Source: an optimization exercise on an open RTL-to-GDS flow (aim: small area and a short achievable clock period). Production flows keep margins and buffers that such runs may drop. The RTL was checked by simulation tests, not by an equivalence proof against the original design. Power figures rest on the tool's default switching activity, not on a simulated workload.

[flow/config.mk]
export PLATFORM = sky130hd
export DESIGN_NAME = Top_Level
export DESIGN_NICKNAME = Top_Level
export VERILOG_FILES = /design/flow/design.v
export SDC_FILE = /design/flow/constraint.sdc
export NUM_CORES = 4
export LEC_CHECK = 0
export CAP_MARGIN = 20
export CORE_MARGIN = 2
export CORE_UTILIZATION = 60
export SETUP_SLACK_MARGIN = 4.2
export SLEW_MARGIN = 20
export SYNTH_HIERARCHICAL = 1
export TNS_END_PERCENT = 5
[flow/standard.sh]
#!/bin/bash
# synth_recipe.tcl (not shown) runs the flow's synth.tcl, then flattens the netlist and writes it again
# the make line also repeats each setting of config.mk as NAME=value (left out here)
make -C /OpenROAD-flow-scripts/flow DESIGN_CONFIG=/design/flow/config.mk WORK_HOME=/design/flow/orfs CLKGATE_MAP_FILE= SYNTH_SCRIPT=/design/flow/synth_recipe.tcl "${@:-finish}"
[flow/flow/run.sh]
#!/bin/bash
# The standard layout (the standard.sh, all steps, standard synthesis),
# with one change: the buffers that placement puts on the input and output
# ports are buf_4 cells instead of the resizer's default pick.
set -euo pipefail
export BUFFER_PORTS_ARGS="-buffer_cell sky130_fd_sc_hd__buf_4"
bash standard.sh finish > standard.log 2>&1
[flow/design.v]
module Adder_ka(input gnh, input tnh, input gnl, input tnl, output g, output t);
  assign g = ~(gnh & (tnh | gnl));
  assign t = ~(tnh | tnl);
endmodule
module Adder_kb(input gh, input th, input gl, input tl, output gn, output tn);
  assign gn = ~(gh | (th & gl));
  assign tn = ~(th & tl);
endmodule
module Adder_kag(input gnh, input tnh, input gnl, output g);
  assign g = ~(gnh & (tnh | gnl));
endmodule
module Adder_kbg(input gh, input th, input gl, output gn);
  assign gn = ~(gh | (th & gl));
endmodule
module Adder_inv(input i, output o);
  assign o = ~i;
endmodule
module Adder_pg(input a, input b, output gn, output tn);
  assign gn = ~(a & b);
  assign tn = ~(a | b);
endmodule
module Adder_sel(input c, input y0, input y1, output r);
  assign r = c ? y1 : y0;
endmodule
module Adder(
  input [31:0] a,
  input [31:0] b,
  input cin,
  input [31:0] y0,
  input [31:0] y1,
  output [31:0] r
);
  wire cinn = ~cin;
  wire g0_1, t0_1;
  wire g0_2, t0_2;
  wire g0_3, t0_3;
  wire g0_4, t0_4;
  wire g0_5, t0_5;
  wire g0_6, t0_6;
  wire g0_7, t0_7;
  wire g0_8, t0_8;
  wire g0_9, t0_9;
  wire g0_10, t0_10;
  wire g0_11, t0_11;
  wire g0_12, t0_12;
  wire g0_13, t0_13;
  wire g0_14, t0_14;
  wire g0_15, t0_15;
  wire g0_16, t0_16;
  wire g0_17, t0_17;
  wire g0_18, t0_18;
  wire g0_19, t0_19;
  wire g0_20, t0_20;
  wire g0_21, t0_21;
  wire g0_22, t0_22;
  wire g0_23, t0_23;
  wire g0_24, t0_24;
  wire g0_25, t0_25;
  wire g0_26, t0_26;
  wire g0_27, t0_27;
  wire g0_28, t0_28;
  wire g0_29, t0_29;
  wire g0_30, t0_30;
  wire g0_31, t0_31;
  wire g0_32, t0_32;
  wire g1_1;
  wire g1_2, t1_2;
  wire g1_3, t1_3;
  wire g1_4, t1_4;
  wire g1_5, t1_5;
  wire g1_6, t1_6;
  wire g1_7, t1_7;
  wire g1_8, t1_8;
  wire g1_9, t1_9;
  wire g1_10, t1_10;
  wire g1_11, t1_11;
  wire g1_12, t1_12;
  wire g1_13, t1_13;
  wire g1_14, t1_14;
  wire g1_15, t1_15;
  wire g1_16, t1_16;
  wire g1_17, t1_17;
  wire g1_18, t1_18;
  wire g1_19, t1_19;
  wire g1_20, t1_20;
  wire g1_21, t1_21;
  wire g1_22, t1_22;
  wire g1_23, t1_23;
  wire g1_24, t1_24;
  wire g1_25, t1_25;
  wire g1_26, t1_26;
  wire g1_27, t1_27;
  wire g1_28, t1_28;
  wire g1_29, t1_29;
  wire g1_30, t1_30;
  wire g1_31, t1_31;
  wire g1_32, t1_32;
  wire cinn_i;
  wire g2_2;
  wire g2_3;
  wire g2_4, t2_4;
  wire g2_5, t2_5;
  wire g2_6, t2_6;
  wire g2_7, t2_7;
  wire g2_8, t2_8;
  wire g2_9, t2_9;
  wire g2_10, t2_10;
  wire g2_11, t2_11;
  wire g2_12, t2_12;
  wire g2_13, t2_13;
  wire g2_14, t2_14;
  wire g2_15, t2_15;
  wire g2_16, t2_16;
  wire g2_17, t2_17;
  wire g2_18, t2_18;
  wire g2_19, t2_19;
  wire g2_20, t2_20;
  wire g2_21, t2_21;
  wire g2_22, t2_22;
  wire g2_23, t2_23;
  wire g2_24, t2_24;
  wire g2_25, t2_25;
  wire g2_26, t2_26;
  wire g2_27, t2_27;
  wire g2_28, t2_28;
  wire g2_29, t2_29;
  wire g2_30, t2_30;
  wire g2_31, t2_31;
  wire g2_32, t2_32;
  wire g3_4;
  wire g1_1_i;
  wire g3_5;
  wire g3_6;
  wire g3_7;
  wire g3_8, t3_8;
  wire g3_9, t3_9;
  wire g3_10, t3_10;
  wire g3_11, t3_11;
  wire g3_12, t3_12;
  wire g3_13, t3_13;
  wire g3_14, t3_14;
  wire g3_15, t3_15;
  wire g3_16, t3_16;
  wire g3_17, t3_17;
  wire g3_18, t3_18;
  wire g3_19, t3_19;
  wire g3_20, t3_20;
  wire g3_21, t3_21;
  wire g3_22, t3_22;
  wire g3_23, t3_23;
  wire g3_24, t3_24;
  wire g3_25, t3_25;
  wire g3_26, t3_26;
  wire g3_27, t3_27;
  wire g3_28, t3_28;
  wire g3_29, t3_29;
  wire g3_30, t3_30;
  wire g3_31, t3_31;
  wire g3_32, t3_32;
  wire g4_8;
  wire g4_9;
  wire g2_2_i;
  wire g4_10;
  wire g2_3_i;
  wire g4_11;
  wire g4_12;
  wire g4_13;
  wire g4_14;
  wire g4_15;
  wire g4_16, t4_16;
  wire g4_17, t4_17;
  wire g4_18, t4_18;
  wire g4_19, t4_19;
  wire g4_20, t4_20;
  wire g4_21, t4_21;
  wire g4_22, t4_22;
  wire g4_23, t4_23;
  wire g4_24, t4_24;
  wire g4_25, t4_25;
  wire g4_26, t4_26;
  wire g4_27, t4_27;
  wire g4_28, t4_28;
  wire g4_29, t4_29;
  wire g4_30, t4_30;
  wire g4_31, t4_31;
  wire g4_32, t4_32;
  wire g5_16;
  wire g5_17;
  wire g5_18;
  wire g5_19;
  wire g3_4_i;
  wire g5_20;
  wire g3_5_i;
  wire g5_21;
  wire g3_6_i;
  wire g5_22;
  wire g3_7_i;
  wire g5_23;
  wire g5_24;
  wire g5_25;
  wire g5_26;
  wire g5_27;
  wire g5_28;
  wire g5_29;
  wire g5_30;
  wire g5_31;
  wire g5_32, t5_32;
  wire g6_32;
  Adder_pg u1(.a(a[0]), .b(b[0]), .gn(g0_1), .tn(t0_1));
  Adder_pg u2(.a(a[1]), .b(b[1]), .gn(g0_2), .tn(t0_2));
  Adder_pg u3(.a(a[2]), .b(b[2]), .gn(g0_3), .tn(t0_3));
  Adder_pg u4(.a(a[3]), .b(b[3]), .gn(g0_4), .tn(t0_4));
  Adder_pg u5(.a(a[4]), .b(b[4]), .gn(g0_5), .tn(t0_5));
  Adder_pg u6(.a(a[5]), .b(b[5]), .gn(g0_6), .tn(t0_6));
  Adder_pg u7(.a(a[6]), .b(b[6]), .gn(g0_7), .tn(t0_7));
  Adder_pg u8(.a(a[7]), .b(b[7]), .gn(g0_8), .tn(t0_8));
  Adder_pg u9(.a(a[8]), .b(b[8]), .gn(g0_9), .tn(t0_9));
  Adder_pg u10(.a(a[9]), .b(b[9]), .gn(g0_10), .tn(t0_10));
  Adder_pg u11(.a(a[10]), .b(b[10]), .gn(g0_11), .tn(t0_11));
  Adder_pg u12(.a(a[11]), .b(b[11]), .gn(g0_12), .tn(t0_12));
  Adder_pg u13(.a(a[12]), .b(b[12]), .gn(g0_13), .tn(t0_13));
  Adder_pg u14(.a(a[13]), .b(b[13]), .gn(g0_14), .tn(t0_14));
  Adder_pg u15(.a(a[14]), .b(b[14]), .gn(g0_15), .tn(t0_15));
  Adder_pg u16(.a(a[15]), .b(b[15]), .gn(g0_16), .tn(t0_16));
  Adder_pg u17(.a(a[16]), .b(b[16]), .gn(g0_17), .tn(t0_17));
  Adder_pg u18(.a(a[17]), .b(b[17]), .gn(g0_18), .tn(t0_18));
  Adder_pg u19(.a(a[18]), .b(b[18]), .gn(g0_19), .tn(t0_19));
  Adder_pg u20(.a(a[19]), .b(b[19]), .gn(g0_20), .tn(t0_20));
  Adder_pg u21(.a(a[20]), .b(b[20]), .gn(g0_21), .tn(t0_21));
  Adder_pg u22(.a(a[21]), .b(b[21]), .gn(g0_22), .tn(t0_22));
  Adder_pg u23(.a(a[22]), .b(b[22]), .gn(g0_23), .tn(t0_23));
  Adder_pg u24(.a(a[23]), .b(b[23]), .gn(g0_24), .tn(t0_24));
  Adder_pg u25(.a(a[24]), .b(b[24]), .gn(g0_25), .tn(t0_25));
  Adder_pg u26(.a(a[25]), .b(b[25]), .gn(g0_26), .tn(t0_26));
  Adder_pg u27(.a(a[26]), .b(b[26]), .gn(g0_27), .tn(t0_27));
  Adder_pg u28(.a(a[27]), .b(b[27]), .gn(g0_28), .tn(t0_28));
  Adder_pg u29(.a(a[28]), .b(b[28]), .gn(g0_29), .tn(t0_29));
  Adder_pg u30(.a(a[29]), .b(b[29]), .gn(g0_30), .tn(t0_30));
  Adder_pg u31(.a(a[30]), .b(b[30]), .gn(g0_31), .tn(t0_31));
  Adder_pg u32(.a(a[31]), .b(b[31]), .gn(g0_32), .tn(t0_32));
  Adder_kag u33(.gnh(g0_1), .tnh(t0_1), .gnl(cinn), .g(g1_1));
  Adder_ka u34(.gnh(g0_2), .tnh(t0_2), .gnl(g0_1), .tnl(t0_1), .g(g1_2), .t(t1_2));
  Adder_ka u35(.gnh(g0_3), .tnh(t0_3), .gnl(g0_2), .tnl(t0_2), .g(g1_3), .t(t1_3));
  Adder_ka u36(.gnh(g0_4), .tnh(t0_4), .gnl(g0_3), .tnl(t0_3), .g(g1_4), .t(t1_4));
  Adder_ka u37(.gnh(g0_5), .tnh(t0_5), .gnl(g0_4), .tnl(t0_4), .g(g1_5), .t(t1_5));
  Adder_ka u38(.gnh(g0_6), .tnh(t0_6), .gnl(g0_5), .tnl(t0_5), .g(g1_6), .t(t1_6));
  Adder_ka u39(.gnh(g0_7), .tnh(t0_7), .gnl(g0_6), .tnl(t0_6), .g(g1_7), .t(t1_7));
  Adder_ka u40(.gnh(g0_8), .tnh(t0_8), .gnl(g0_7), .tnl(t0_7), .g(g1_8), .t(t1_8));
  Adder_ka u41(.gnh(g0_9), .tnh(t0_9), .gnl(g0_8), .tnl(t0_8), .g(g1_9), .t(t1_9));
  Adder_ka u42(.gnh(g0_10), .tnh(t0_10), .gnl(g0_9), .tnl(t0_9), .g(g1_10), .t(t1_10));
  Adder_ka u43(.gnh(g0_11), .tnh(t0_11), .gnl(g0_10), .tnl(t0_10), .g(g1_11), .t(t1_11));
  Adder_ka u44(.gnh(g0_12), .tnh(t0_12), .gnl(g0_11), .tnl(t0_11), .g(g1_12), .t(t1_12));
  Adder_ka u45(.gnh(g0_13), .tnh(t0_13), .gnl(g0_12), .tnl(t0_12), .g(g1_13), .t(t1_13));
  Adder_ka u46(.gnh(g0_14), .tnh(t0_14), .gnl(g0_13), .tnl(t0_13), .g(g1_14), .t(t1_14));
  Adder_ka u47(.gnh(g0_15), .tnh(t0_15), .gnl(g0_14), .tnl(t0_14), .g(g1_15), .t(t1_15));
  Adder_ka u48(.gnh(g0_16), .tnh(t0_16), .gnl(g0_15), .tnl(t0_15), .g(g1_16), .t(t1_16));
  Adder_ka u49(.gnh(g0_17), .tnh(t0_17), .gnl(g0_16), .tnl(t0_16), .g(g1_17), .t(t1_17));
  Adder_ka u50(.gnh(g0_18), .tnh(t0_18), .gnl(g0_17), .tnl(t0_17), .g(g1_18), .t(t1_18));
  Adder_ka u51(.gnh(g0_19), .tnh(t0_19), .gnl(g0_18), .tnl(t0_18), .g(g1_19), .t(t1_19));
  Adder_ka u52(.gnh(g0_20), .tnh(t0_20), .gnl(g0_19), .tnl(t0_19), .g(g1_20), .t(t1_20));
  Adder_ka u53(.gnh(g0_21), .tnh(t0_21), .gnl(g0_20), .tnl(t0_20), .g(g1_21), .t(t1_21));
  Adder_ka u54(.gnh(g0_22), .tnh(t0_22), .gnl(g0_21), .tnl(t0_21), .g(g1_22), .t(t1_22));
  Adder_ka u55(.gnh(g0_23), .tnh(t0_23), .gnl(g0_22), .tnl(t0_22), .g(g1_23), .t(t1_23));
  Adder_ka u56(.gnh(g0_24), .tnh(t0_24), .gnl(g0_23), .tnl(t0_23), .g(g1_24), .t(t1_24));
  Adder_ka u57(.gnh(g0_25), .tnh(t0_25), .gnl(g0_24), .tnl(t0_24), .g(g1_25), .t(t1_25));
  Adder_ka u58(.gnh(g0_26), .tnh(t0_26), .gnl(g0_25), .tnl(t0_25), .g(g1_26), .t(t1_26));
  Adder_ka u59(.gnh(g0_27), .tnh(t0_27), .gnl(g0_26), .tnl(t0_26), .g(g1_27), .t(t1_27));
  Adder_ka u60(.gnh(g0_28), .tnh(t0_28), .gnl(g0_27), .tnl(t0_27), .g(g1_28), .t(t1_28));
  Adder_ka u61(.gnh(g0_29), .tnh(t0_29), .gnl(g0_28), .tnl(t0_28), .g(g1_29), .t(t1_29));
  Adder_ka u62(.gnh(g0_30), .tnh(t0_30), .gnl(g0_29), .tnl(t0_29), .g(g1_30), .t(t1_30));
  Adder_ka u63(.gnh(g0_31), .tnh(t0_31), .gnl(g0_30), .tnl(t0_30), .g(g1_31), .t(t1_31));
  Adder_ka u64(.gnh(g0_32), .tnh(t0_32), .gnl(g0_31), .tnl(t0_31), .g(g1_32), .t(t1_32));
  Adder_inv u65(.i(cinn), .o(cinn_i));
  Adder_kbg u66(.gh(g1_2), .th(t1_2), .gl(cinn_i), .gn(g2_2));
  Adder_kbg u67(.gh(g1_3), .th(t1_3), .gl(g1_1), .gn(g2_3));
  Adder_kb u68(.gh(g1_4), .th(t1_4), .gl(g1_2), .tl(t1_2), .gn(g2_4), .tn(t2_4));
  Adder_kb u69(.gh(g1_5), .th(t1_5), .gl(g1_3), .tl(t1_3), .gn(g2_5), .tn(t2_5));
  Adder_kb u70(.gh(g1_6), .th(t1_6), .gl(g1_4), .tl(t1_4), .gn(g2_6), .tn(t2_6));
  Adder_kb u71(.gh(g1_7), .th(t1_7), .gl(g1_5), .tl(t1_5), .gn(g2_7), .tn(t2_7));
  Adder_kb u72(.gh(g1_8), .th(t1_8), .gl(g1_6), .tl(t1_6), .gn(g2_8), .tn(t2_8));
  Adder_kb u73(.gh(g1_9), .th(t1_9), .gl(g1_7), .tl(t1_7), .gn(g2_9), .tn(t2_9));
  Adder_kb u74(.gh(g1_10), .th(t1_10), .gl(g1_8), .tl(t1_8), .gn(g2_10), .tn(t2_10));
  Adder_kb u75(.gh(g1_11), .th(t1_11), .gl(g1_9), .tl(t1_9), .gn(g2_11), .tn(t2_11));
  Adder_kb u76(.gh(g1_12), .th(t1_12), .gl(g1_10), .tl(t1_10), .gn(g2_12), .tn(t2_12));
  Adder_kb u77(.gh(g1_13), .th(t1_13), .gl(g1_11), .tl(t1_11), .gn(g2_13), .tn(t2_13));
  Adder_kb u78(.gh(g1_14), .th(t1_14), .gl(g1_12), .tl(t1_12), .gn(g2_14), .tn(t2_14));
  Adder_kb u79(.gh(g1_15), .th(t1_15), .gl(g1_13), .tl(t1_13), .gn(g2_15), .tn(t2_15));
  Adder_kb u80(.gh(g1_16), .th(t1_16), .gl(g1_14), .tl(t1_14), .gn(g2_16), .tn(t2_16));
  Adder_kb u81(.gh(g1_17), .th(t1_17), .gl(g1_15), .tl(t1_15), .gn(g2_17), .tn(t2_17));
  Adder_kb u82(.gh(g1_18), .th(t1_18), .gl(g1_16), .tl(t1_16), .gn(g2_18), .tn(t2_18));
  Adder_kb u83(.gh(g1_19), .th(t1_19), .gl(g1_17), .tl(t1_17), .gn(g2_19), .tn(t2_19));
  Adder_kb u84(.gh(g1_20), .th(t1_20), .gl(g1_18), .tl(t1_18), .gn(g2_20), .tn(t2_20));
  Adder_kb u85(.gh(g1_21), .th(t1_21), .gl(g1_19), .tl(t1_19), .gn(g2_21), .tn(t2_21));
  Adder_kb u86(.gh(g1_22), .th(t1_22), .gl(g1_20), .tl(t1_20), .gn(g2_22), .tn(t2_22));
  Adder_kb u87(.gh(g1_23), .th(t1_23), .gl(g1_21), .tl(t1_21), .gn(g2_23), .tn(t2_23));
  Adder_kb u88(.gh(g1_24), .th(t1_24), .gl(g1_22), .tl(t1_22), .gn(g2_24), .tn(t2_24));
  Adder_kb u89(.gh(g1_25), .th(t1_25), .gl(g1_23), .tl(t1_23), .gn(g2_25), .tn(t2_25));
  Adder_kb u90(.gh(g1_26), .th(t1_26), .gl(g1_24), .tl(t1_24), .gn(g2_26), .tn(t2_26));
  Adder_kb u91(.gh(g1_27), .th(t1_27), .gl(g1_25), .tl(t1_25), .gn(g2_27), .tn(t2_27));
  Adder_kb u92(.gh(g1_28), .th(t1_28), .gl(g1_26), .tl(t1_26), .gn(g2_28), .tn(t2_28));
  Adder_kb u93(.gh(g1_29), .th(t1_29), .gl(g1_27), .tl(t1_27), .gn(g2_29), .tn(t2_29));
  Adder_kb u94(.gh(g1_30), .th(t1_30), .gl(g1_28), .tl(t1_28), .gn(g2_30), .tn(t2_30));
  Adder_kb u95(.gh(g1_31), .th(t1_31), .gl(g1_29), .tl(t1_29), .gn(g2_31), .tn(t2_31));
  Adder_kb u96(.gh(g1_32), .th(t1_32), .gl(g1_30), .tl(t1_30), .gn(g2_32), .tn(t2_32));
  Adder_kag u97(.gnh(g2_4), .tnh(t2_4), .gnl(cinn), .g(g3_4));
  Adder_inv u98(.i(g1_1), .o(g1_1_i));
  Adder_kag u99(.gnh(g2_5), .tnh(t2_5), .gnl(g1_1_i), .g(g3_5));
  Adder_kag u100(.gnh(g2_6), .tnh(t2_6), .gnl(g2_2), .g(g3_6));
  Adder_kag u101(.gnh(g2_7), .tnh(t2_7), .gnl(g2_3), .g(g3_7));
  Adder_ka u102(.gnh(g2_8), .tnh(t2_8), .gnl(g2_4), .tnl(t2_4), .g(g3_8), .t(t3_8));
  Adder_ka u103(.gnh(g2_9), .tnh(t2_9), .gnl(g2_5), .tnl(t2_5), .g(g3_9), .t(t3_9));
  Adder_ka u104(.gnh(g2_10), .tnh(t2_10), .gnl(g2_6), .tnl(t2_6), .g(g3_10), .t(t3_10));
  Adder_ka u105(.gnh(g2_11), .tnh(t2_11), .gnl(g2_7), .tnl(t2_7), .g(g3_11), .t(t3_11));
  Adder_ka u106(.gnh(g2_12), .tnh(t2_12), .gnl(g2_8), .tnl(t2_8), .g(g3_12), .t(t3_12));
  Adder_ka u107(.gnh(g2_13), .tnh(t2_13), .gnl(g2_9), .tnl(t2_9), .g(g3_13), .t(t3_13));
  Adder_ka u108(.gnh(g2_14), .tnh(t2_14), .gnl(g2_10), .tnl(t2_10), .g(g3_14), .t(t3_14));
  Adder_ka u109(.gnh(g2_15), .tnh(t2_15), .gnl(g2_11), .tnl(t2_11), .g(g3_15), .t(t3_15));
  Adder_ka u110(.gnh(g2_16), .tnh(t2_16), .gnl(g2_12), .tnl(t2_12), .g(g3_16), .t(t3_16));
  Adder_ka u111(.gnh(g2_17), .tnh(t2_17), .gnl(g2_13), .tnl(t2_13), .g(g3_17), .t(t3_17));
  Adder_ka u112(.gnh(g2_18), .tnh(t2_18), .gnl(g2_14), .tnl(t2_14), .g(g3_18), .t(t3_18));
  Adder_ka u113(.gnh(g2_19), .tnh(t2_19), .gnl(g2_15), .tnl(t2_15), .g(g3_19), .t(t3_19));
  Adder_ka u114(.gnh(g2_20), .tnh(t2_20), .gnl(g2_16), .tnl(t2_16), .g(g3_20), .t(t3_20));
  Adder_ka u115(.gnh(g2_21), .tnh(t2_21), .gnl(g2_17), .tnl(t2_17), .g(g3_21), .t(t3_21));
  Adder_ka u116(.gnh(g2_22), .tnh(t2_22), .gnl(g2_18), .tnl(t2_18), .g(g3_22), .t(t3_22));
  Adder_ka u117(.gnh(g2_23), .tnh(t2_23), .gnl(g2_19), .tnl(t2_19), .g(g3_23), .t(t3_23));
  Adder_ka u118(.gnh(g2_24), .tnh(t2_24), .gnl(g2_20), .tnl(t2_20), .g(g3_24), .t(t3_24));
  Adder_ka u119(.gnh(g2_25), .tnh(t2_25), .gnl(g2_21), .tnl(t2_21), .g(g3_25), .t(t3_25));
  Adder_ka u120(.gnh(g2_26), .tnh(t2_26), .gnl(g2_22), .tnl(t2_22), .g(g3_26), .t(t3_26));
  Adder_ka u121(.gnh(g2_27), .tnh(t2_27), .gnl(g2_23), .tnl(t2_23), .g(g3_27), .t(t3_27));
  Adder_ka u122(.gnh(g2_28), .tnh(t2_28), .gnl(g2_24), .tnl(t2_24), .g(g3_28), .t(t3_28));
  Adder_ka u123(.gnh(g2_29), .tnh(t2_29), .gnl(g2_25), .tnl(t2_25), .g(g3_29), .t(t3_29));
  Adder_ka u124(.gnh(g2_30), .tnh(t2_30), .gnl(g2_26), .tnl(t2_26), .g(g3_30), .t(t3_30));
  Adder_ka u125(.gnh(g2_31), .tnh(t2_31), .gnl(g2_27), .tnl(t2_27), .g(g3_31), .t(t3_31));
  Adder_ka u126(.gnh(g2_32), .tnh(t2_32), .gnl(g2_28), .tnl(t2_28), .g(g3_32), .t(t3_32));
  Adder_kbg u127(.gh(g3_8), .th(t3_8), .gl(cinn_i), .gn(g4_8));
  Adder_kbg u128(.gh(g3_9), .th(t3_9), .gl(g1_1), .gn(g4_9));
  Adder_inv u129(.i(g2_2), .o(g2_2_i));
  Adder_kbg u130(.gh(g3_10), .th(t3_10), .gl(g2_2_i), .gn(g4_10));
  Adder_inv u131(.i(g2_3), .o(g2_3_i));
  Adder_kbg u132(.gh(g3_11), .th(t3_11), .gl(g2_3_i), .gn(g4_11));
  Adder_kbg u133(.gh(g3_12), .th(t3_12), .gl(g3_4), .gn(g4_12));
  Adder_kbg u134(.gh(g3_13), .th(t3_13), .gl(g3_5), .gn(g4_13));
  Adder_kbg u135(.gh(g3_14), .th(t3_14), .gl(g3_6), .gn(g4_14));
  Adder_kbg u136(.gh(g3_15), .th(t3_15), .gl(g3_7), .gn(g4_15));
  Adder_kb u137(.gh(g3_16), .th(t3_16), .gl(g3_8), .tl(t3_8), .gn(g4_16), .tn(t4_16));
  Adder_kb u138(.gh(g3_17), .th(t3_17), .gl(g3_9), .tl(t3_9), .gn(g4_17), .tn(t4_17));
  Adder_kb u139(.gh(g3_18), .th(t3_18), .gl(g3_10), .tl(t3_10), .gn(g4_18), .tn(t4_18));
  Adder_kb u140(.gh(g3_19), .th(t3_19), .gl(g3_11), .tl(t3_11), .gn(g4_19), .tn(t4_19));
  Adder_kb u141(.gh(g3_20), .th(t3_20), .gl(g3_12), .tl(t3_12), .gn(g4_20), .tn(t4_20));
  Adder_kb u142(.gh(g3_21), .th(t3_21), .gl(g3_13), .tl(t3_13), .gn(g4_21), .tn(t4_21));
  Adder_kb u143(.gh(g3_22), .th(t3_22), .gl(g3_14), .tl(t3_14), .gn(g4_22), .tn(t4_22));
  Adder_kb u144(.gh(g3_23), .th(t3_23), .gl(g3_15), .tl(t3_15), .gn(g4_23), .tn(t4_23));
  Adder_kb u145(.gh(g3_24), .th(t3_24), .gl(g3_16), .tl(t3_16), .gn(g4_24), .tn(t4_24));
  Adder_kb u146(.gh(g3_25), .th(t3_25), .gl(g3_17), .tl(t3_17), .gn(g4_25), .tn(t4_25));
  Adder_kb u147(.gh(g3_26), .th(t3_26), .gl(g3_18), .tl(t3_18), .gn(g4_26), .tn(t4_26));
  Adder_kb u148(.gh(g3_27), .th(t3_27), .gl(g3_19), .tl(t3_19), .gn(g4_27), .tn(t4_27));
  Adder_kb u149(.gh(g3_28), .th(t3_28), .gl(g3_20), .tl(t3_20), .gn(g4_28), .tn(t4_28));
  Adder_kb u150(.gh(g3_29), .th(t3_29), .gl(g3_21), .tl(t3_21), .gn(g4_29), .tn(t4_29));
  Adder_kb u151(.gh(g3_30), .th(t3_30), .gl(g3_22), .tl(t3_22), .gn(g4_30), .tn(t4_30));
  Adder_kb u152(.gh(g3_31), .th(t3_31), .gl(g3_23), .tl(t3_23), .gn(g4_31), .tn(t4_31));
  Adder_kb u153(.gh(g3_32), .th(t3_32), .gl(g3_24), .tl(t3_24), .gn(g4_32), .tn(t4_32));
  Adder_kag u154(.gnh(g4_16), .tnh(t4_16), .gnl(cinn), .g(g5_16));
  Adder_kag u155(.gnh(g4_17), .tnh(t4_17), .gnl(g1_1_i), .g(g5_17));
  Adder_kag u156(.gnh(g4_18), .tnh(t4_18), .gnl(g2_2), .g(g5_18));
  Adder_kag u157(.gnh(g4_19), .tnh(t4_19), .gnl(g2_3), .g(g5_19));
  Adder_inv u158(.i(g3_4), .o(g3_4_i));
  Adder_kag u159(.gnh(g4_20), .tnh(t4_20), .gnl(g3_4_i), .g(g5_20));
  Adder_inv u160(.i(g3_5), .o(g3_5_i));
  Adder_kag u161(.gnh(g4_21), .tnh(t4_21), .gnl(g3_5_i), .g(g5_21));
  Adder_inv u162(.i(g3_6), .o(g3_6_i));
  Adder_kag u163(.gnh(g4_22), .tnh(t4_22), .gnl(g3_6_i), .g(g5_22));
  Adder_inv u164(.i(g3_7), .o(g3_7_i));
  Adder_kag u165(.gnh(g4_23), .tnh(t4_23), .gnl(g3_7_i), .g(g5_23));
  Adder_kag u166(.gnh(g4_24), .tnh(t4_24), .gnl(g4_8), .g(g5_24));
  Adder_kag u167(.gnh(g4_25), .tnh(t4_25), .gnl(g4_9), .g(g5_25));
  Adder_kag u168(.gnh(g4_26), .tnh(t4_26), .gnl(g4_10), .g(g5_26));
  Adder_kag u169(.gnh(g4_27), .tnh(t4_27), .gnl(g4_11), .g(g5_27));
  Adder_kag u170(.gnh(g4_28), .tnh(t4_28), .gnl(g4_12), .g(g5_28));
  Adder_kag u171(.gnh(g4_29), .tnh(t4_29), .gnl(g4_13), .g(g5_29));
  Adder_kag u172(.gnh(g4_30), .tnh(t4_30), .gnl(g4_14), .g(g5_30));
  Adder_kag u173(.gnh(g4_31), .tnh(t4_31), .gnl(g4_15), .g(g5_31));
  Adder_ka u174(.gnh(g4_32), .tnh(t4_32), .gnl(g4_16), .tnl(t4_16), .g(g5_32), .t(t5_32));
  Adder_kbg u175(.gh(g5_32), .th(t5_32), .gl(cinn_i), .gn(g6_32));
  Adder_sel u176(.c(cin), .y0(y0[0]), .y1(y1[0]), .r(r[0]));
  Adder_sel u177(.c(g1_1), .y0(y0[1]), .y1(y1[1]), .r(r[1]));
  Adder_sel u178(.c(g2_2), .y0(y1[2]), .y1(y0[2]), .r(r[2]));
  Adder_sel u179(.c(g2_3), .y0(y1[3]), .y1(y0[3]), .r(r[3]));
  Adder_sel u180(.c(g3_4), .y0(y0[4]), .y1(y1[4]), .r(r[4]));
  Adder_sel u181(.c(g3_5), .y0(y0[5]), .y1(y1[5]), .r(r[5]));
  Adder_sel u182(.c(g3_6), .y0(y0[6]), .y1(y1[6]), .r(r[6]));
  Adder_sel u183(.c(g3_7), .y0(y0[7]), .y1(y1[7]), .r(r[7]));
  Adder_sel u184(.c(g4_8), .y0(y1[8]), .y1(y0[8]), .r(r[8]));
  Adder_sel u185(.c(g4_9), .y0(y1[9]), .y1(y0[9]), .r(r[9]));
  Adder_sel u186(.c(g4_10), .y0(y1[10]), .y1(y0[10]), .r(r[10]));
  Adder_sel u187(.c(g4_11), .y0(y1[11]), .y1(y0[11]), .r(r[11]));
  Adder_sel u188(.c(g4_12), .y0(y1[12]), .y1(y0[12]), .r(r[12]));
  Adder_sel u189(.c(g4_13), .y0(y1[13]), .y1(y0[13]), .r(r[13]));
  Adder_sel u190(.c(g4_14), .y0(y1[14]), .y1(y0[14]), .r(r[14]));
  Adder_sel u191(.c(g4_15), .y0(y1[15]), .y1(y0[15]), .r(r[15]));
  Adder_sel u192(.c(g5_16), .y0(y0[16]), .y1(y1[16]), .r(r[16]));
  Adder_sel u193(.c(g5_17), .y0(y0[17]), .y1(y1[17]), .r(r[17]));
  Adder_sel u194(.c(g5_18), .y0(y0[18]), .y1(y1[18]), .r(r[18]));
  Adder_sel u195(.c(g5_19), .y0(y0[19]), .y1(y1[19]), .r(r[19]));
  Adder_sel u196(.c(g5_20), .y0(y0[20]), .y1(y1[20]), .r(r[20]));
  Adder_sel u197(.c(g5_21), .y0(y0[21]), .y1(y1[21]), .r(r[21]));
  Adder_sel u198(.c(g5_22), .y0(y0[22]), .y1(y1[22]), .r(r[22]));
  Adder_sel u199(.c(g5_23), .y0(y0[23]), .y1(y1[23]), .r(r[23]));
  Adder_sel u200(.c(g5_24), .y0(y0[24]), .y1(y1[24]), .r(r[24]));
  Adder_sel u201(.c(g5_25), .y0(y0[25]), .y1(y1[25]), .r(r[25]));
  Adder_sel u202(.c(g5_26), .y0(y0[26]), .y1(y1[26]), .r(r[26]));
  Adder_sel u203(.c(g5_27), .y0(y0[27]), .y1(y1[27]), .r(r[27]));
  Adder_sel u204(.c(g5_28), .y0(y0[28]), .y1(y1[28]), .r(r[28]));
  Adder_sel u205(.c(g5_29), .y0(y0[29]), .y1(y1[29]), .r(r[29]));
  Adder_sel u206(.c(g5_30), .y0(y0[30]), .y1(y1[30]), .r(r[30]));
  Adder_sel u207(.c(g5_31), .y0(y0[31]), .y1(y1[31]), .r(r[31]));
endmodule
module mux #(parameter W = 32) (
  input [W-1:0] in,
  output [W-1:0] out1,
  output [W-1:0] out2
);
  assign out1 = in;
  assign out2 = in;
endmodule
module ALU_32_bit(
  input [31:0] res_m,
  input [31:0] d1,
  input [31:0] bx,
  input selM1,
  input selMp,
  input selMn,
  input sub,
  input opArith,
  input opAnd,
  input opOr,
  output [31:0] res,
  output eq
);
  wire [31:0] a = ({32{selM1}} & res_m) | d1;
  wire [31:0] bb = ({32{selMp}} & res_m) | ({32{selMn}} & ~res_m) | bx;
  wire [31:0] x = a ^ bb;
  wire [31:0] lg = ({32{opAnd}} & (a & bb)) | ({32{opOr}} & (a | bb));
  wire [31:0] y0 = ({32{opArith}} & x) | lg;
  wire [31:0] y1 = ({32{opArith}} & ~x) | lg;
  Adder add(.a(a), .b(bb), .cin(sub), .y0(y0), .y1(y1), .r(res));
  assign eq = &x;
endmodule
module Top_Level(
	input clk,
	input reset,
	output [31:0] PC,
	input [31:0] Instruction,
	output [31:0] WriteData,
	output [4:0] WriteReg,
	output RegWrite,
	output [31:0] DataAddr,
	output [31:0] DataOut,
	output MemWrite,
	output MemRead,
	input [31:0] DataIn
);
  reg [31:0] pc;
  reg take_m;
  reg [31:0] m2_m;
  always @(posedge clk or posedge reset)
    if (reset) pc <= 32'b0;
    else pc <= take_m ? m2_m : pc + 32'd1;
  assign PC = pc;
  wire [6:0] opc = Instruction[6:0];
  wire isR_f   = opc == 7'b0110011;
  wire isLW_f  = opc == 7'b0000011;
  wire isSW_f  = opc == 7'b0100011;
  wire isBEQ_f = opc == 7'b1100011;
  reg [31:0] pc_d;
  reg [31:7] ins_d;
  reg [3:0] rs1lo_d, rs2lo_d;    
  reg [7:0] rs1hi_d, rs2hi_d;    
  reg isR_d, isLW_d, isSW_d, isBEQ_d;
  always @(posedge clk) begin
    pc_d <= pc;
    ins_d <= Instruction[31:7];
    rs1lo_d <= 4'b1 << Instruction[16:15];
    rs1hi_d <= 8'b1 << Instruction[19:17];
    rs2lo_d <= 4'b1 << Instruction[21:20];
    rs2hi_d <= 8'b1 << Instruction[24:22];
  end
  always @(posedge clk or posedge reset)
    if (reset) {isR_d, isLW_d, isSW_d, isBEQ_d} <= 4'b0;
    else {isR_d, isLW_d, isSW_d, isBEQ_d} <= {isR_f, isLW_f, isSW_f, isBEQ_f};
  wire [4:0] rd  = ins_d[11:7];
  wire [4:0] rs1 = ins_d[19:15];
  wire [4:0] rs2 = ins_d[24:20];
  wire [3:0] funct = {ins_d[31], ins_d[14:12]};
  wire [11:0] imm = ins_d[31:20];
  wire regWrite_d = isR_d | isLW_d;
  wire aluSrc_d = isLW_d | isSW_d;
  wire sub_d = isR_d & (funct == 4'b1000) | isBEQ_d;
  wire opAnd_d = isR_d & (funct == 4'b0111);
  wire opOr_d  = isR_d & (funct == 4'b0110);
  wire opArith_d = ~isR_d | (funct == 4'b0000) | (funct == 4'b1000);
  reg [4:0] rd_e, rd_m;
  reg fw_e, fw_m;             
  reg regWrite_m, memRead_m;
  reg [31:0] res_m;
  reg [31:0] wb_data;
  reg [4:0] wb_rd;
  reg wb_we;
  wire [31:0] wsel;
  wire [1023:0] rfq;
  reg [31:0] rfv;
  genvar i;
  generate
    for (i = 0; i < 32; i = i + 1) begin : r
      reg [31:0] data;
      assign wsel[i] = wb_we && (wb_rd == i);
      always @(posedge clk)
        if (wsel[i]) data <= wb_data;
      assign rfq[i*32 +: 32] = data;
    end
  endgenerate
  always @(posedge clk or posedge reset)
    if (reset) rfv <= 32'b0;
    else rfv <= rfv | wsel;
  wire [31:0] s1, s2;
  generate
    for (i = 0; i < 32; i = i + 1) begin : rs
      assign s1[i] = rs1lo_d[i % 4] & rs1hi_d[i / 4] & rfv[i];
      assign s2[i] = rs2lo_d[i % 4] & rs2hi_d[i / 4] & rfv[i];
    end
  endgenerate
  wire init1_10 = rs1lo_d[2] & rs1hi_d[2] & ~rfv[10];
  wire init1_21 = rs1lo_d[1] & rs1hi_d[5] & ~rfv[21];
  wire init2_10 = rs2lo_d[2] & rs2hi_d[2] & ~rfv[10];
  wire init2_21 = rs2lo_d[1] & rs2hi_d[5] & ~rfv[21];
  reg [31:0] rf1, rf2;
  integer k;
  always @* begin
    rf1 = {28'b0, init1_10, init1_10 | init1_21, init1_10, init1_10};
    rf2 = {28'b0, init2_10, init2_10 | init2_21, init2_10, init2_10};
    for (k = 0; k < 32; k = k + 1) begin
      rf1 = rf1 | ({32{s1[k]}} & rfq[k*32 +: 32]);
      rf2 = rf2 | ({32{s2[k]}} & rfq[k*32 +: 32]);
    end
  end
  wire fwdM1 = fw_e & (rd_e == rs1);
  wire fwdM2 = fw_e & (rd_e == rs2);
  wire fwdW1 = fw_m & (rd_m == rs1);
  wire fwdW2 = fw_m & (rd_m == rs2);
  wire [31:0] wbval = memRead_m ? DataIn : res_m;
  wire [31:0] v1 = fwdW1 ? wbval : rf1;
  wire [31:0] v2 = fwdW2 ? wbval : rf2;
  wire [31:0] immx = {{20{imm[11]}}, imm};
  wire [31:0] target = pc_d + immx;
  wire [31:0] d1_in = fwdM1 ? 32'b0 : v1;
  wire [31:0] bx_in = aluSrc_d ? immx : (fwdM2 ? 32'b0 : v2 ^ {32{sub_d}});
  wire [31:0] sd_in = isBEQ_d ? target : v2;
  reg [31:0] d1_e, bx_e, sd_e;
  reg selM1_e, selMp_e, selMn_e, selSD_e, sub_e, opArith_e, opAnd_e, opOr_e;
  reg regWrite_e, memRead_e, memWrite_e, isBEQ_e;
  always @(posedge clk) begin
    d1_e <= d1_in;
    bx_e <= bx_in;
    sd_e <= sd_in;
    rd_e <= rd;
    selM1_e <= fwdM1;
    selMp_e <= fwdM2 & ~aluSrc_d & ~sub_d;
    selMn_e <= fwdM2 & ~aluSrc_d & sub_d;
    selSD_e <= fwdM2 & ~isBEQ_d;
    sub_e <= sub_d;
    opArith_e <= opArith_d;
    opAnd_e <= opAnd_d;
    opOr_e <= opOr_d;
  end
  always @(posedge clk or posedge reset)
    if (reset) {regWrite_e, memRead_e, memWrite_e, isBEQ_e, fw_e} <= 5'b0;
    else {regWrite_e, memRead_e, memWrite_e, isBEQ_e, fw_e} <=
         {regWrite_d, isLW_d, isSW_d, isBEQ_d, regWrite_d & (rd != 5'd0)};
  wire [31:0] res;
  wire eq;
  ALU_32_bit alu(
    .res_m(res_m), .d1(d1_e), .bx(bx_e),
    .selM1(selM1_e), .selMp(selMp_e), .selMn(selMn_e), .sub(sub_e),
    .opArith(opArith_e), .opAnd(opAnd_e), .opOr(opOr_e),
    .res(res), .eq(eq));
  wire take = isBEQ_e & eq;
  wire [31:0] m2_in = selSD_e ? res_m : sd_e;
  wire [31:0] res_a, res_b;
  wire memRead_a, memRead_b;
  mux #(32) dupRes(.in(res), .out1(res_a), .out2(res_b));
  mux #(1) dupMemRead(.in(memRead_e), .out1(memRead_a), .out2(memRead_b));
  reg [31:0] res_o;
  reg memWrite_m, memRead_o;
  always @(posedge clk) begin
    res_m <= res_a;
    res_o <= res_b;
    m2_m <= m2_in;
    rd_m <= rd_e;
  end
  always @(posedge clk or posedge reset)
    if (reset) {regWrite_m, memRead_m, memRead_o, memWrite_m, take_m, fw_m} <= 6'b0;
    else {regWrite_m, memRead_m, memRead_o, memWrite_m, take_m, fw_m} <=
         {regWrite_e, memRead_a, memRead_b, memWrite_e, take, fw_e};
  assign DataAddr = res_o;
  assign DataOut = m2_m;
  assign MemWrite = memWrite_m;
  assign MemRead = memRead_o;
  wire [31:0] wbval_a, wbval_b;
  wire [4:0] rd_a, rd_b;
  mux #(32) dupWb(.in(wbval), .out1(wbval_a), .out2(wbval_b));
  mux #(5) dupRd(.in(rd_m), .out1(rd_a), .out2(rd_b));
  reg [31:0] wb_data_o;
  reg [4:0] wb_rd_o;
  always @(posedge clk) begin
    wb_data <= wbval_a;
    wb_data_o <= wbval_b;
    wb_rd <= rd_a;
    wb_rd_o <= rd_b;
  end
  always @(posedge clk or posedge reset)
    if (reset) wb_we <= 1'b0;
    else wb_we <= regWrite_m;
  assign WriteData = wb_data_o;
  assign WriteReg = wb_rd_o;
  assign RegWrite = wb_we;
endmodule
[flow/constraint.sdc]
create_clock -name core_clock -period 7.0 [get_ports {clk}]
set_input_delay 1.4000 -clock core_clock [delete_from_list [all_inputs] [get_ports {clk}]]
set_output_delay 1.4000 -clock core_clock [all_outputs]
set_load 0.01 [all_outputs]
==> flow_summary.json <==
{
  "clkSlewWorstSetupHoldPaths_ns": 0.06,
  "syn-num-nets": 5001,
  "hold_viol": 0,
  "r2r_end": "d1_e[24]$_SDFF_PP0_",
  "crit_path_top_delay_cell": "nor3_2",
  "p_per_area_mw_per_mm2": 256,
  "fp.dieW_um": 328,
  "yosysWarningCount": 7,
  "slew-limit-headroom_pct": 19.9,
  "path_max_fanout": 23,
  "min_from": "memWrite_e$_DFF_PP0_",
  "async_reset_ff_share_pct": 5.45,
  "final_common_cell": "edfxtp_1",
  "ir_drop_uv": 263,
  "tightest_slew_ns": 1.20,
  "fin_crit_sh_pct": 45.9,
  "core_area_mm2": 0.104,
  "io_buffers": 201,
  "hold_path.class": "register to register",
  "grt_usage_pct": 50.0,
  "avgViaCountPerCell": 8.00,
  "clkSinkCount": 1469,
  "die_area_mm2": 0.108,
  "layout_setup_ws_ns": 3.79,
  "crit_path_start_kind": "register",
  "drc": 0,
  "wirelength_um": 275000,
  "finalSetupTns_ns": 0,
  "fp-row-count": 118,
  "min_period_ns": 3.21,
  "ant_nets": 0,
  "critPathKind": "register to register",
  "area_growth_pct": 12.9,
  "hpwl_um": 158000,
  "p_leak_uw": 0.0259,
  "pre_cts_slack_ns": 3.45,
  "syn-instance-count": 4838,
  "r2r_setup_slack_ns": 3.79,
  "yosysSeqAreaShare_pct": 63.6,
  "initial_core_util_pct": 60.7,
  "reg2reg_from": "rs1hi_d[5]$_SDFF_PN0_",
  "grt_max_degree": 62,
  "avgSynthCellArea_um2": 13.0,
  "cts_buffers": 145,
  "overflow": 0,
  "antenna_found_initial": 24,
  "vias": 51100,
  "layout.nets": 5036,
  "slew_viol_final": 0,
  "crit_path_end_kind": "register",
  "cap_violations": 0,
  "avgRoutedWirePerCell_um": 43.1,
  "syn-cell-area_mm2": 0.0630,
  "hold_end": "memWrite_m$_DFF_PP0_",
  "whs_path_depth": 0,
  "grt_pass1_vias": 47300,
  "worst_skew_pair.late_latency_ns": 0.80,
  "first_iter_violations": 12600,
  "slowest_delay_ns": 0.77,
  "rsz0062_at_grt": "yes",
  "clock-root-buffer": "clkbuf_16",
  "boundaryPins": 202,
  "fin_skew_ns": 0.0337,
  "critPathArrivalTime_ns": 3.84,
  "gp_congestion": 1.07,
  "cts_tree": "yes",
  "status": "complete, no violations",
  "regMostFlops": "r.data",
  "max_freq_mhz": 312,
  "rr_worst_depth": 7,
  "worst_ep_required_time_ns": 7.63,
  "largest_register_ffs": 1024,
  "drive_above_1_share_pct": 20.7,
  "synth_cell_type_count": 71,
  "clk_path_buf_depth": 3,
  "hold_buffers": 0,
  "power_uw": 18200,
  "synth_seq_cells": 1469,
  "htree_num_levels": 4,
  "die_h_um": 328,
  "firstDrtPassIters": 11,
  "synth_ff_type": "edfxtp_1",
  "grt_pass1_wl_um": 369000,
  "crit_chain": "and3_2 -> buf_4 -> a22o_1 -> a221oi_1 -> nand4_1 -> nor3_2 -> a211oi_1",
  "setup_viol": 0,
  "layout_common_cells": "edfxtp_1, a22oi_1, dfxtp_1, buf_4",
  "synth_edf_count": 1024
}
## layer usage
metal	GRT usage, %	wire length (um)	vias to the layer above
li1	-	-	19100
met1	59.8	88700	24100
met2	69.2	109000	5952
met3	26.9	51000	1922
met4	33.4	26000	43
met5	2.53	961	-
## Yosys stat by module (local to each module, per instance), excerpt
module     cell area, um^2  flops+latches  times used  cells inside
Top_Level            57100           1469           1          3950
Adder_sel             15.0              0          32             1
Adder_kb              12.5              0          44             2
Adder_ka              12.5              0          54             2
Adder_kbg             8.76              0          10             1
Adder_pg              7.51              0          31             2
Adder_kag             5.00              0          21             1
Adder                 3.75              0           1             1
Adder_inv             3.75              0           8             1
## stage by stage
stage | hold slack, ns | instance area, um^2 | std cells | utilization, %
2_1_floorplan | 0.323 | 63000 | 4838 | -
3_3_place_gp | 0.332 | 65300 | 6090 | 62.9
3_5_place_dp | 0.335 | 65300 | 6090 | 62.9
4_1_cts | 0.349 | 70500 | 6359 | 68.0
5_1_grt | 0.360 | 71100 | 6376 | 68.5
6_report | 0.348 | 71100 | 6386 | 68.5
## critical path: cells and delay by family, from the launching register on
family                 cells  cell delay (ns)
AO/OA/AOI/OAI              3             0.76
flip-flops                 1             0.42
buffers and inverters      1             0.43
AND/OR/NAND/NOR            3             1.42
## cell usage after synthesis (8+ instances only)
cell | number | area [um^2]
inv_1 | 120 | 450
o21ai_2 | 55 | 482
xnor2_1 | 35 | 307
buf_4 | 140 | 1050
nand4_1 | 199 | 1240
dfxtp_1 | 365 | 7310
a221o_1 | 11 | 110
nand2_1 | 247 | 927
a21oi_2 | 55 | 482
clkbuf_1 | 227 | 852
nand2b_1 | 8 | 50.1
o21ai_1 | 23 | 115
buf_1 | 62 | 233
a221oi_1 | 269 | 2360
a22oi_1 | 516 | 3870
nand3_1 | 35 | 175
edfxtp_1 | 1024 | 30700
a211o_1 | 32 | 280
a22o_1 | 268 | 2350
xor2_1 | 40 | 350
dfrtp_1 | 80 | 2000
or2_2 | 36 | 225
nor2b_1 | 41 | 257
mux2i_1 | 23 | 230
ha_1 | 96 | 1200
mux2_2 | 82 | 923
a211oi_1 | 33 | 248
nor3_1 | 88 | 440
buf_2 | 44 | 220
o21ai_0 | 84 | 420
a21oi_1 | 52 | 260
nor2_1 | 214 | 803
a21o_1 | 40 | 300
mux2_4 | 32 | 480
and3_1 | 78 | 488
## worst max-delay path by stage
stage | from | cells past startpoint | slack, ns | end
after floorplan | ins_d[31]$_DFF_P_ | 9 | 4.15 | sd_e[29]$_DFF_P_
after global placement | selMn_e$_DFF_P_ | 9 | 3.48 | res_o[31]$_DFF_P_
after detailed placement | selMn_e$_DFF_P_ | 9 | 3.45 | res_o[31]$_DFF_P_
after CTS | rs1lo_d[1]$_SDFF_PP0_ | 7 | 3.98 | d1_e[14]$_SDFF_PP0_
after global routing | rs2lo_d[0]$_SDFF_PP0_ | 9 | 3.93 | bx_e[3]$_DFF_P_
final | rs1hi_d[5]$_SDFF_PN0_ | 7 | 3.79 | d1_e[24]$_SDFF_PP0_
## what timing repair did
item,in CTS,in global routing
gates cloned,0,1
pin swaps,4,18
resized for setup,60,83
endpoints found under the setup margin,224,271
setup buffers,0,14
## kinds of logic after synthesis
kind of cell,count (synthesis),synth area share [%]
buf+inv,593,4.46
flops,1469,63.6
xor+xnor,75,1.04
mux,137,2.60
fa+ha+maj,97,1.94
compound gates,1481,18.5
simple gates,986,7.79
## where the power goes
part / internal, uW / switching (uW) / leakage (uW)
Sequential: 9380 / 171 / 0.0134
Combinational: 169 / 264 / 0.0101
Clock: 4680 / 3500 / 0.00245
## final cells by class
class / instances / area, um^2
well taps: 1380 / 1730
clock inverters: 80 / 897
flip-flops and latches: 1469 / 40100
fillers: 7362 / 32700
inverters: 120 / 454
clock buffers: 189 / 4090
diodes: 11 / 27.5
multi-input cells: 2777 / 21000
repair buffers: 360 / 2830

## what the ideal ports hide
The results above use ideal ports. As a check the final layout listed here was re-extracted and re-timed, cells and wires unchanged. Step 1 assumes that a clkbuf_16 drives the clock port and a buf_2 every other input. Step 2, shift: input delay + t, output delay - t, t = (earliest + latest rising clock arrival at the registers) / 2. This alone moves slack from input paths to output paths. Slacks: ideal ports / drivers / drivers and shift; pairs: ideal ports / drivers.
t, ns: 0.860
setup WS [ns]: 3.790 / 3.790 / 3.790
cell pins on the clock port's net: 1
After both steps this run still meets setup and hold. The setup slack of this run moves by 0.000 ns with the drivers and by 0.000 ns with both steps.
